This design comes from an exercise in tuning for small area, a short achievable clock period and few clock cycles on the open sky130 flow, not from production work. The RTL was checked by simulation tests, not by an equivalence proof against the original design.

## run 1
Design UT_TOP, start of the top module:
module UT_TOP (
    clk, rst_n, in_valid, in_time,
    out_valid, out_display, out_day
);
input clk, rst_n, in_valid;
input [30:0] in_time;
output reg out_valid;
output reg [3:0] out_display;
output reg [2:0] out_day;
reg [4:0] cnt;                 
reg [27:0] S;                  
reg [4:0] hh;                  
reg [2:0] m1; reg [3:0] m0;    
reg [2:0] s1; reg [3:0] s0;    
reg [2:0] w;                   
reg [10:0] RB;                 
reg [2:0] yt; reg [3:0] yn;    
wire lo = ~cnt[4] & ~cnt[3];
wire idle = lo & (cnt[2:0] == 3'd0);
wire ph_a = lo & (cnt[2:0] != 3'd0) & ~(cnt[2] & (cnt[1] | cnt[0]));      
wire ph_b2 = lo & cnt[2] & (cnt[1] | cnt[0]);                           
wire ph_b1 = ~cnt[4] & cnt[3] & (cnt[2:0] == 3'd0);                       
wire cn4 = lo & cnt[2] & ~cnt[1] & ~cnt[0];
wire c9 = ~cnt[4] & cnt[3] & (cnt[2:0] == 3'd1);
wire c10 = ~cnt[4] & cnt[3] & (cnt[2:0] == 3'd2);
wire busy_out = cnt[4] | cnt[3] | (cnt[2] & cnt[1]);                    
function [3:0] dec10; input [3:0] d;
    reg c;
    begin
        c = d[3] | d[2] & (d[1] | d[0]);
        dec10 = {c, d[3] & d[0] | ~c & d[2], d[1] & (~d[2] | d[0]) | d[3] & ~d[0], d[0] ^ c};
    end
endfunction
function [2:0] dec6; input [2:0] d;
    reg c;
    begin
        c = d[2] | d[1] & d[0];
        dec6 = {c, d[2] & d[0] | ~d[2] & d[1] & ~d[0], d[0] ^ c};
    end
endfunction
reg [4:0] th; reg [2:0] tm1; reg [3:0] tm0; reg [2:0] ts1; reg [3:0] ts0;
reg [27:0] tS; reg [6:0] qd;
reg [3:0] e0, e2; reg [2:0] e1, e3; reg c4;
  ...
==> flow/config.mk <==
export PLATFORM = sky130hd
export DESIGN_NAME = UT_TOP
export DESIGN_NICKNAME = UT_TOP
export VERILOG_FILES = /design/flow/design.v
export SDC_FILE = /design/flow/constraint.sdc
export NUM_CORES = 4
export LEC_CHECK = 0
export ABC_AREA = 1
export CAP_MARGIN = 20
export CORE_MARGIN = 2
export CORE_UTILIZATION = 76
export SLEW_MARGIN = 20
==> flow/constraint.sdc <==
create_clock -name core_clock -period 20.0 [get_ports {clk}]
set_input_delay 4.0000 -clock core_clock [delete_from_list [all_inputs] [get_ports {clk}]]
set_output_delay 4.0000 -clock core_clock [all_outputs]
set_load 0.01 [all_outputs]
standard.sh (not shown) runs the stock make flow with config.mk's settings and CLKGATE_MAP_FILE= SYNTH_SCRIPT=/design/flow/synth_recipe.tcl, a recipe that flattens the netlist after the stock synthesis.
==> flow/flow/run.sh <==
#!/bin/bash
# Standard ORFS flow (the standard.sh), with the port buffers the standard flow's flow
# inserts on every input and output made from buf_1 cells instead of the
# default delay-buffer cell.
set -e
export BUFFER_PORTS_ARGS="-buffer_cell sky130_fd_sc_hd__buf_1"
bash standard.sh > standard.log 2>&1
Testbench counts of run 1, summed over its fixed seeds: cycles 6,712.
For run 2, these inputs were changed with respect to run 1:
-- flow/config.mk --
<<< run 1, line 10
export CORE_MARGIN = 2
export CORE_UTILIZATION = 76
export SLEW_MARGIN = 20
>>> run 2, line 10
export CORE_MARGIN = 2
export CORE_UTILIZATION = 70
export CTS_CLUSTER_DIAMETER = 100
export CTS_CLUSTER_SIZE = 30
export SLEW_MARGIN = 20
[summary]
Max-slew violation count: run 2 vs run 1 identical. Sort run 2 and run 1 by area of the die asc -> top: run 1. Taking run 1 as the reference, in run 2 final instance count without filler cells increased by 4 relative to the old numbers, clock-buffer cell count lower. Comparing run 2 with run 1, the cell area came out essentially unchanged. Sequential share of layout area: run 2 vs run 1, no meaningful difference. Relative to run 1, the number of ordinary and repair buffers in the finished layout of run 2 is higher by 1. Largest net degree at the start of global routing in run 2 is 4.0% below run 1. Diff run 1..run 2 | flip-flop and latch count | unchanged.

* * *

UT_TOP again, from the RTL that the note above started with.
clock: 20.0 ns
lec_check: 0
abc_area: 1
cap_margin: 20
core_margin: 2
core_utilization: 70
cts_cluster_diameter: 200
cts_cluster_size: 50
slew_margin: 20
Scripts as last shown in full above: flow/flow/run.sh
The first run completed without violations.
Testbench counts at the start, summed over its fixed seeds: cycles 6,712.
Next try:
- CTS_CLUSTER_DIAMETER: 200 -> unset
- CTS_CLUSTER_SIZE: 50 -> unset
Outcome:
- The new run passed the timing, design-rule and antenna checks
- critical path depth does not change
- area after synthesis does not change
- cell count does not change
- clock-buffer cell count stays the same
- worst setup slack stays the same
- first-iteration DRC count does not change
- worst hold slack stays the same
- non-clock buffer count does not change
- via count stays the same

-- re-timing with driven ports --
Ports are ideal in the flow. The routed layouts listed here were re-timed in OpenROAD. Step 1: set_driving_cell puts a clkbuf_16 on clk and a buf_2 on each other input, an assumption about the parent block. Step 2 times the ports against the registers' clock, not the clock port: input delays grow and output delays shrink by t, the midpoint of the rising clock arrivals with the driver on. Three values: ideal ports, drivers, drivers and shift; two values: the first two.
run	t, ns	setup WS [ns]	slew at the worst register clock pin (ns)	worst slew at a driven data input, ns
run 1	0.403	15.076 / 15.040 / 15.378	0.09 / 0.09	0.04
run 2	0.412	15.121 / 15.085 / 15.255	0.10 / 0.10	0.04
the first run of note 2	0.412	15.121 / 15.085 / 15.255	0.10 / 0.10	0.04
the second run of note 2	0.412	15.121 / 15.085 / 15.255	0.10 / 0.10	0.04
After both steps every run listed still meets setup and hold. Setup slack includes reset recovery checks.
